Context: an optimization exercise on an open-source flow, tuned for small area. The choices shown serve that exercise and are no tape-out recipe.
At most, simulation tests tie the RTL to the original design; equivalence was not proved.
For run 1, only the layout was checked, not whether the RTL still works.
Power is estimated from default activity; no workload was simulated.

==> flow/design.v (outline; a module is shown in full before it is edited, if it fits) <==
// module fpga2: 2311 lines
module fpga2(
    input clk,
    input rst,
    input volUP,
    input volDOWN,
    input candy,
    input increase,
    input decrease,
    input open,
    input mute,
    input play,
    input mode,
    output audio_mclk,
    output audio_lrck,
    output audio_sck,
    output audio_sdin,
    output reg IA,
    output IB,
    output reg IIA,
    output IIB,
    output [3:0] DIGIT,
    output [6:0] DISPLAY
);
  // ...
==> flow/run.sh <==
#!/bin/bash
# synth_recipe.tcl (not shown) runs the flow's synth.tcl, then flattens the netlist and writes it again
# the make line also repeats each setting of config.mk as NAME=value (left out here)
make -C /OpenROAD-flow-scripts/flow DESIGN_CONFIG=/design/flow/config.mk WORK_HOME=/design/flow/orfs CLKGATE_MAP_FILE= SYNTH_SCRIPT=/design/flow/synth_recipe.tcl finish
==> flow/config.mk <==
export PLATFORM = sky130hd
export DESIGN_NAME = fpga2
export DESIGN_NICKNAME = fpga2
export VERILOG_FILES = /design/flow/design.v
export SDC_FILE = /design/flow/constraint.sdc
export NUM_CORES = 4
export LEC_CHECK = 0
export ABC_AREA = 1
export CAP_MARGIN = 20
export CORE_MARGIN = 2
export CORE_UTILIZATION = 40
export SLEW_MARGIN = 20
export SYNTH_MEMORY_MAX_BITS = 65536
==> flow/constraint.sdc <==
create_clock -name core_clock -period 150.0 [get_ports {clk}]
set_input_delay 30.0000 -clock core_clock [delete_from_list [all_inputs] [get_ports {clk}]]
set_output_delay 30.0000 -clock core_clock [all_outputs]
set_load 0.01 [all_outputs]
==> summary.md, run 1 <==
| Metric | Value |
|---|---|
| Status | `complete, no violations` |
| First-pass GRT wire length | `around 31000 um` |
| P_comb | `around 0.026 mW` |
| TritonCTS Sinks | `about 120` |
| Top-area cell type share of the netlist area | `0.213` |
| Area of placed instances | `between 0.008 and 0.009 mm2` |
| Metal-1 WL | `8710 um` |
| Area of the multi-input gates | `around 0.0047 mm2` |
| Vias in the first global route | `about 6800` |
| Worst Setup End Kind | `output pin` |
| Combinational Power Share | `0.242` |
| Initial Util | `0.411` |
| Critical-path maximum fanout | `11` |
| Comb_multi_in | `a little under 900` |
| RSZ-0062 raised after global routing | `no` |
| Synth Area per Inst | `between 6 and 7 um2` |
| Initial antenna violation count | `0` |
| GR peak layer | `met2` |
| Worst r2r dst | `cntR[13]` |
| Slew HR | `0.474` |
| WS Path Type | `reg2out` |
| Clock latency (worst-skew pair) | `between 400 and 500 ps` |
| Max-cap viol count | `0` |
| Non-clock buffers | `28` |
| Req. time, crit path | `120000 ps` |
| Post-synth ARST share | `0.203` |
| CORE AREA | `approximately 0.020 mm2` |
| Leakage power | `~4.2 nW` |
| NonClk Buf Share | `0.0300` |
| Cell area after layout | `0.00908 mm2` |
| CP startpoint | `cnt[4]` |
| Clk pwr share | `0.370` |
| Wire length per cell | `about 12 um` |
==> run 2, diff against run 1 <==
--- a/flow/design.v
+++ b/flow/design.v
@@ -16,16 +16,55 @@
     output audio_sdin,
     output reg IA,
     output IB,
     output reg IIA,
     output IIB,
     output [3:0] DIGIT,
     output [6:0] DISPLAY
 );
+    function [23:0] inc24(input [23:0] a, input ci);
+        integer i; reg c;
+        begin
+            c = ci;
+            for (i = 0; i < 24; i = i + 1) begin
+                inc24[i] = a[i] ^ c;
+                c = c & a[i];
+            end
+        end
+    endfunction
+    function [13:0] inc14(input [13:0] a);
+        integer i; reg c;
+        begin
+            c = 1'b1;
+            for (i = 0; i < 14; i = i + 1) begin
+                inc14[i] = a[i] ^ c;
+                c = c & a[i];
+            end
+        end
+    endfunction
+    function [8:0] inc9(input [8:0] a);
+        integer i; reg c;
+        begin
+            c = 1'b1;
+            for (i = 0; i < 9; i = i + 1) begin
+                inc9[i] = a[i] ^ c;
+                c = c & a[i];
+            end
+        end
+    endfunction
+    function lt4(input [3:0] a, input [3:0] b);
+        integer i; reg l;
+        begin
+            l = 1'b0;
+            for (i = 0; i < 4; i = i + 1)
+                l = (~a[i] & b[i]) | (~(a[i] ^ b[i]) & l);
+            lt4 = l;
+        end
+    endfunction
     function [2:0] btn_next(input [2:0] s, input b);
         if (b)
             btn_next = (s == 3'd0 || s == 3'd7) ? 3'd1 : (s == 3'd6) ? 3'd6 : s + 3'd1;
         else
             btn_next = (s == 3'd4) ? 3'd7 : 3'd0;
     endfunction
     reg [2:0] up_s, dn_s, inc_s, dec_s;
     always @(posedge clk) begin
@@ -59,38 +98,38 @@
     wire count_hit = (count == counter);
     always @(posedge clk) begin
         if (rst_pulse || !open) begin
             count <= 24'd0;
             sec <= 4'd0;
         end else if (count_hit) begin
             count <= 24'd0;
             sec <= sec + 4'd1;
-        end else if (sec <= curcandy_num) begin
-            count <= count + 24'd1;
+        end else begin
+            count <= inc24(count, !lt4(curcandy_num, sec));
         end
     end
-    wire motor_on = open && (sec < curcandy_num);
+    wire motor_on = open && lt4(sec, curcandy_num);
     always @(posedge clk or posedge rst_pulse) begin
         if (rst_pulse) begin
             IA <= 1'b0;
             IIA <= 1'b0;
         end else begin
             IA <= motor_on && !candy;
             IIA <= motor_on && candy;
         end
     end
     assign IB = 1'b0;
     assign IIB = 1'b0;
     reg [13:0] cnt;
     always @(posedge clk or posedge rst_pulse) begin
         if (rst_pulse)
             cnt <= 14'd0;
         else
-            cnt <= cnt + 14'd1;
+            cnt <= inc14(cnt);
     end
     wire beat_tick = (cnt == 14'h1FFF);
     wire scan_tick = (cnt[7:0] == 8'h7F);
     wire load_tick = (cnt[8:0] == 9'd255);
     reg scan_on;                  
     reg [3:0] display_num;
     wire [2:0] dpos3 = cnt[9:7] - 3'd1;
     wire [1:0] dpos = dpos3[2:1];
@@ -134,17 +173,17 @@
         endcase
     end
     assign DISPLAY = seg;
     reg [8:0] ibeat;
     always @(posedge clk) begin
         if (rst_pulse)
             ibeat <= 9'd0;
         else if (beat_tick)
-            ibeat <= play ? ibeat + 9'd1 : 9'd0;
+            ibeat <= play ? inc9(ibeat) : 9'd0;
     end
     reg [3:0] romL, romR;
     always @(*) begin
         case ({candy, ibeat})
             10'd0: romL = 4'd6;
             10'd1: romL = 4'd6;
             10'd2: romL = 4'd6;
             10'd3: romL = 4'd6;
@@ -2255,18 +2294,18 @@
     wire hitR = (cntR == {2'b00, divR});
     always @(posedge clk) begin
         if (rst_pulse) begin
             cntL <= 14'd0;
             cntR <= 14'd0;
             b_clk <= 1'b0;
             c_clk <= 1'b0;
         end else begin
-            cntL <= hitL ? 14'd0 : cntL + 14'd1;
-            cntR <= hitR ? 14'd0 : cntR + 14'd1;
+            cntL <= hitL ? 14'd0 : inc14(cntL);
+            cntR <= hitR ? 14'd0 : inc14(cntR);
             b_clk <= b_clk ^ hitL;
             c_clk <= c_clk ^ hitR;
         end
     end
     reg [2:0] s_vol;
     reg s_silL, s_silR, s_posL, s_posR;
     always @(posedge clk or posedge rst_pulse) begin
         if (rst_pulse)
==> flow/flow/run.sh (new file) <==
#!/bin/bash
# Own layout flow: the standard synthesis, then an area re-mapping of its
# combinational logic (flip-flops untouched), then the standard ORFS steps
# from floorplan to finish. Each tool's output goes to its own log here.
set -euo pipefail
W=$PWD
R=$W/orfs/results/sky130hd/fpga2/base
YOSYS=$(command -v yosys || echo /OpenROAD-flow-scripts/tools/install/yosys/bin/yosys)

bash standard.sh synth > log_synth_standard.txt 2>&1
cp $R/1_2_yosys.v $W/synth_standard.v

LIBF=$FLOW_HOME/platforms/sky130hd/lib/sky130_fd_sc_hd__tt_025C_1v80.lib \
IN_V=$W/synth_standard.v OUT_V=$W/synth_reopt.v \
ABC_SCRIPT=$W/flow/area.abc ABC_CONSTR=$W/flow/abc.constr \
  $YOSYS -c flow/reopt.tcl > log_reopt_yosys.txt 2>&1

cp $W/synth_reopt.v $R/1_2_yosys.v
rm -f $R/1_synth.odb $R/1_synth.sdc

bash standard.sh finish \
  "BUFFER_PORTS_ARGS=-buffer_cell sky130_fd_sc_hd__buf_1" \
  "CTS_ARGS=${FLOW_CTS_ARGS:--sink_clustering_enable -repair_clock_nets -dont_use_dummy_load -buf_list sky130_fd_sc_hd__clkbuf_4}" \
  > log_orfs_finish.txt 2>&1
==> flow/flow/abc.constr (new file) <==
set_driving_cell sky130_fd_sc_hd__buf_1
set_load 5
==> flow/flow/area.abc (new file) <==
strash
&get -n
&deepsyn -T 60 -S 1
&put
dch
amap
==> flow/flow/reopt.tcl (new file) <==
# Re-maps the combinational logic of the standard synthesis netlist for area
# (ABC with an area-oriented script). Flip-flops (names and cell types) and
# tie cells are kept exactly as the standard synthesis made them.
set lib $::env(LIBF)
yosys read_liberty -ignore_miss_func $lib
yosys read_verilog $::env(IN_V)
yosys hierarchy -top $::env(FLOW_TOP)
yosys tee -o reopt_before.txt stat -liberty $lib
yosys blackbox sky130_fd_sc_hd__df* sky130_fd_sc_hd__edf* sky130_fd_sc_hd__sdf* sky130_fd_sc_hd__dl* sky130_fd_sc_hd__conb_1
yosys flatten
yosys opt -purge
yosys abc -liberty $lib -dont_use sky130_fd_sc_hd__probe_p_8 -dont_use sky130_fd_sc_hd__probec_p_8 -dont_use sky130_fd_sc_hd__lpflow_bleeder_1 -dont_use sky130_fd_sc_hd__lpflow_clkbufkapwr_1 -dont_use sky130_fd_sc_hd__lpflow_clkbufkapwr_16 -dont_use sky130_fd_sc_hd__lpflow_clkbufkapwr_2 -dont_use sky130_fd_sc_hd__lpflow_clkbufkapwr_4 -dont_use sky130_fd_sc_hd__lpflow_clkbufkapwr_8 -dont_use sky130_fd_sc_hd__lpflow_clkinvkapwr_1 -dont_use sky130_fd_sc_hd__lpflow_clkinvkapwr_16 -dont_use sky130_fd_sc_hd__lpflow_clkinvkapwr_2 -dont_use sky130_fd_sc_hd__lpflow_clkinvkapwr_4 -dont_use sky130_fd_sc_hd__lpflow_clkinvkapwr_8 -dont_use sky130_fd_sc_hd__lpflow_decapkapwr_12 -dont_use sky130_fd_sc_hd__lpflow_decapkapwr_3 -dont_use sky130_fd_sc_hd__lpflow_decapkapwr_4 -dont_use sky130_fd_sc_hd__lpflow_decapkapwr_6 -dont_use sky130_fd_sc_hd__lpflow_decapkapwr_8 -dont_use sky130_fd_sc_hd__lpflow_inputiso0n_1 -dont_use sky130_fd_sc_hd__lpflow_inputiso0p_1 -dont_use sky130_fd_sc_hd__lpflow_inputiso1n_1 -dont_use sky130_fd_sc_hd__lpflow_inputiso1p_1 -dont_use sky130_fd_sc_hd__lpflow_inputisolatch_1 -dont_use sky130_fd_sc_hd__lpflow_isobufsrc_1 -dont_use sky130_fd_sc_hd__lpflow_isobufsrc_16 -dont_use sky130_fd_sc_hd__lpflow_isobufsrc_2 -dont_use sky130_fd_sc_hd__lpflow_isobufsrc_4 -dont_use sky130_fd_sc_hd__lpflow_isobufsrc_8 -dont_use sky130_fd_sc_hd__lpflow_isobufsrckapwr_16 -dont_use sky130_fd_sc_hd__lpflow_lsbuf_lh_hl_isowell_tap_1 -dont_use sky130_fd_sc_hd__lpflow_lsbuf_lh_hl_isowell_tap_2 -dont_use sky130_fd_sc_hd__lpflow_lsbuf_lh_hl_isowell_tap_4 -dont_use sky130_fd_sc_hd__lpflow_lsbuf_lh_isowell_4 -dont_use sky130_fd_sc_hd__lpflow_lsbuf_lh_isowell_tap_1 -dont_use sky130_fd_sc_hd__lpflow_lsbuf_lh_isowell_tap_2 -dont_use sky130_fd_sc_hd__lpflow_lsbuf_lh_isowell_tap_4 -script $::env(ABC_SCRIPT) -constr $::env(ABC_CONSTR) -D 150000
yosys read_liberty -lib -overwrite -ignore_miss_func $lib
yosys opt_clean -purge
yosys splitnets
yosys opt_clean -purge
yosys hilomap -singleton -hicell sky130_fd_sc_hd__conb_1 HI -locell sky130_fd_sc_hd__conb_1 LO
yosys insbuf -buf sky130_fd_sc_hd__buf_4 A X
yosys tee -o reopt_after.txt stat -liberty $lib
yosys check -assert -mapped
yosys write_verilog -noattr -nohex -nodec $::env(OUT_V)
==> flow/standard.sh (new file) <==
#!/bin/bash
# synth_recipe.tcl (not shown) runs the flow's synth.tcl, then flattens the netlist and writes it again
# the make line also repeats each setting of config.mk as NAME=value (left out here)
make -C /OpenROAD-flow-scripts/flow DESIGN_CONFIG=/design/flow/config.mk WORK_HOME=/design/flow/orfs CLKGATE_MAP_FILE= SYNTH_SCRIPT=/design/flow/synth_recipe.tcl "${@:-finish}"
removed: flow/run.sh
==> run 2 against run 1 <==
  * Cell count fell by 31%
  * Sequential share of layout area is 12 points higher
  * Register-to-register slack lost 2800 ps
  * Critical path depth did not move
  * Largest power group unchanged
==> summary.md, run 2 <==
| Metric | Value |
|---|---|
| Min Clock Period, post-route | `34500 ps` |
| Fmax | `0.0290 GHz` |
| Status | `complete, no violations` |
| Dpl hpwl | `9520 um` |
| Hold_buf cts | `0` |
| Post-route ant nets | `0` |
| Worst Setup End Kind | `register` |
| Worst slack at placement | `about 120000 ps` |
| Seq pwr share | `0.566` |
| DRT iter0 DRCs | `a little over 500` |
| WS Path Type | `in2reg` |
| Commonest non-fill, non-tap cell in the layout | `nor2_1` |
| Post-Route Skew | `~30 ps` |
| Max-cap viol count | `0 (unchanged)` |
| Num CTS Buffers | `17` |
| Cell Area, Synth | `between 0.005 and 0.006 mm2` |
| TritonCTS Sinks | `118 (unchanged)` |
| Register with the most flip-flops | `count` |
| CP peak stage delay | `about 900 ps` |
| Final Cycle Share | `0.230` |
| Psw | `roughly 0.024 mW` |
| Max FFs per register | `24` |
| Least-Margin Pin Slew | `between 1000 and 1500 ps` |
| Clock latency (worst-skew pair) | `540 ps (+120 ps)` |
| Nets | `approximately 860` |
| Peak VDD IR | `4.02 uV` |
| Req. time, crit path | `150380 ps (+30380 ps)` |
| Clk pwr share | `0.208 (-0.162)` |
| Sw Share | `0.331` |
| DR vias | `about 5500` |
| Internal | `a little under 0.05 mW` |
| Largest net degree at the start of global routing | `27` |
| Commonest non-fill, non-tap cells in the layout | `nor2_1 (191), clkinv_1 (111), dfxtp_1 (86), nand2_1 (75), o21ai_0 (63)` |
| H-tree Lvls | `4` |
| Area Overhead vs Synth | `6.61%` |
| Final WS setup | `approximately 120000 ps` |
| Die area | `0.0159 mm2` |
| Combinational Power Share | `0.226 (-0.016)` |
| Post_cts resized | `0` |
| Slew HR | `0.321 (-0.153)` |
| Proportion of layout cells with a drive suffix above 1 | `0.0213` |
| Post-CTS Setup Inserts | `0` |
| Buffers on Ports | `25` |
| Initial antenna violation count | `1 (+1)` |
| Row count | `44` |
| YS warnings | `1` |
| Fin. Hold Viols | `0` |
| Die Span X | `roughly 130 um` |
| Vias per cell | `~5.3` |
| Initial Util | `0.410 (-0.00131)` |
| Grt ovf | `0` |
| Post-Syn Instances | `around 810` |
| Leakage power | `2.16 nW (-48%)` |
| CTS root buf | `clkbuf_4` |
| Arrival @ worst endpoint | `~35000 ps` |
| CTS tree | `built` |
| RSZ-0062 raised after global routing | `no` |
| Crit-path cells | `buf_1, clkinv_1, a2111oi_0, nand2_1, o21ai_0, clkinv_1, nor2_1, o32ai_1, nor3_1, o221ai_1, a2111oi_0, o21ai_0, nor4_1, or2_0, nor3_1` |
| Io pins | `30` |
| Synth Area per Inst | `7.36 um2 (+8.6%)` |
| Wire length per cell | `12.4 um (+4.9%)` |
| DRC | `0` |
| Final Setup Violations | `0` |
| Crit path max-delay family | `simple AND/OR/NAND/NOR gates` |
| CORE AREA | `0.0146 mm2 (-26%)` |
| Critical-path maximum fanout | `14 (+3)` |
| Crit path buf inv count | `3` |
| Slew Limit Fails | `0` |
| DIE HEIGHT | `between 100 and 150 um` |
| Pwr dens | `~11 mW/mm2` |
| Routed WL | `12800 um` |
| Number of detailed-route iterations in the first pass | `7` |
| CTS Buffer Depth | `2` |
| RePlAce Congestion | `~0.94` |
| Setup TNS | `0 ps` |
| Startpoint types | `input pin` |
| CTS clk-pin slew, worst paths | `about 100 ps` |
| Slowest cell on crit path | `a2111oi_0` |
| First-pass GRT wire length | `21900 um (-30%)` |
| Worst hold path type | `reg2async` |
| Vias in the first global route | `4934 (-27%)` |
| Overall routing resource usage | `0.167` |
## run 2: final cells by class
| class | instances | area [um2] |
|---|---|---|
| Fill cell | 1536 | 8210 |
| Timing Repair Buffer | 26 | 121 |
| Clock buffer | 17 | 128 |
| Antenna cell | 1 | 2.50 |
| Tap cell | 184 | 230 |
| Inverter | 111 | 417 |
| Multi-Input combinational cell | 573 | 2920 |
| Sequential cell | 118 | 2560 |
## run 2: per-stage QoR
| stage | hold slack [ps] | utilization | area, um2 | total power [mW] | std cells |
|---|---|---|---|---|---|
| final | 224 | 0.437 | 6380 | 0.0720 | 1030 |
| after CTS | 390 | 0.435 | 6350 | 0.0730 | 1028 |
| after floorplan | 225 | - | 5980 | 0.0536 | 814 |
| after global routing | 279 | 0.437 | 6380 | 0.0779 | 1030 |
| after detailed placement | 387 | 0.426 | 6220 | 0.0575 | 1011 |
| after global placement | 393 | 0.426 | 6220 | 0.0575 | 1011 |
## run 2: worst paths after layout
kind | start | to | slack (ps) | depth (start not counted)
max in group asynchronous | rst | curcandy_num[0] | 120500 | 2
worst max-delay path | candy | cntL[2] | 115500 | 15
worst max register to register | ibeat[3] | cntR[8] | 143300 | 24
min in group core_clock | rst_s[2] | rst_pulse | 440 | 2
worst min register to register | rst_pulse | cnt[6] | 220 | 1
worst min-delay path | rst_pulse | cnt[6] | 220 | 1
## run 2: per-layer routing
metal / vias up / GRT usage / routed length (um)
met3: 18 / 0.0548 / 699
met5: - / 0 / 0
met1: 2424 / 0.222 / 6310
met4: 0 / 0.0627 / 235
li1: 2904 / - / -
met2: 145 / 0.252 / 5510
## run 2: power by group through the flow
stage	logic, mW	registers, mW	clock network (mW)
floorplan	0.0132	0.0404	0
global placement	0.0160	0.0414	0
detailed placement	0.0161	0.0414	0
CTS	0.0162	0.0408	0.0160
global route	0.0189	0.0416	0.0173
finish	0.0163	0.0408	0.0150

## static timing again, ports no longer ideal
No port has a modelled driver above. Below, the same layouts with a new extraction and two added sets of constraints. Step 1, drivers: a clkbuf_16 drives clk and a buf_2 each remaining input, both assumed. Step 2 times the ports against the registers' clock, not the clock port: input delays grow and output delays shrink by t, the midpoint of the rising clock arrivals with the driver on. Slacks: no drivers / after step 1 / after step 2; pairs: no drivers / after step 1.
| run | t, ns | slack for setup (ns) | worst hold slack (ns) | worst register clock-pin slew, ns | cell pins on the clock port's net |
|---|---|---|---|---|---|
| run 1 | 0.461 | 116.369 / 116.322 / 116.783 | 0.161 / 0.161 / 0.161 | 0.06 / 0.06 | 1 |
| run 2 | 0.566 | 115.499 / 115.511 / 114.946 | 0.224 / 0.224 / 0.224 | 0.10 / 0.10 | 1 |
After both steps every run listed still meets setup and hold. The setup slack of run 2, which loses most, moves by +0.012 ns with the drivers and by -0.553 ns with both steps.
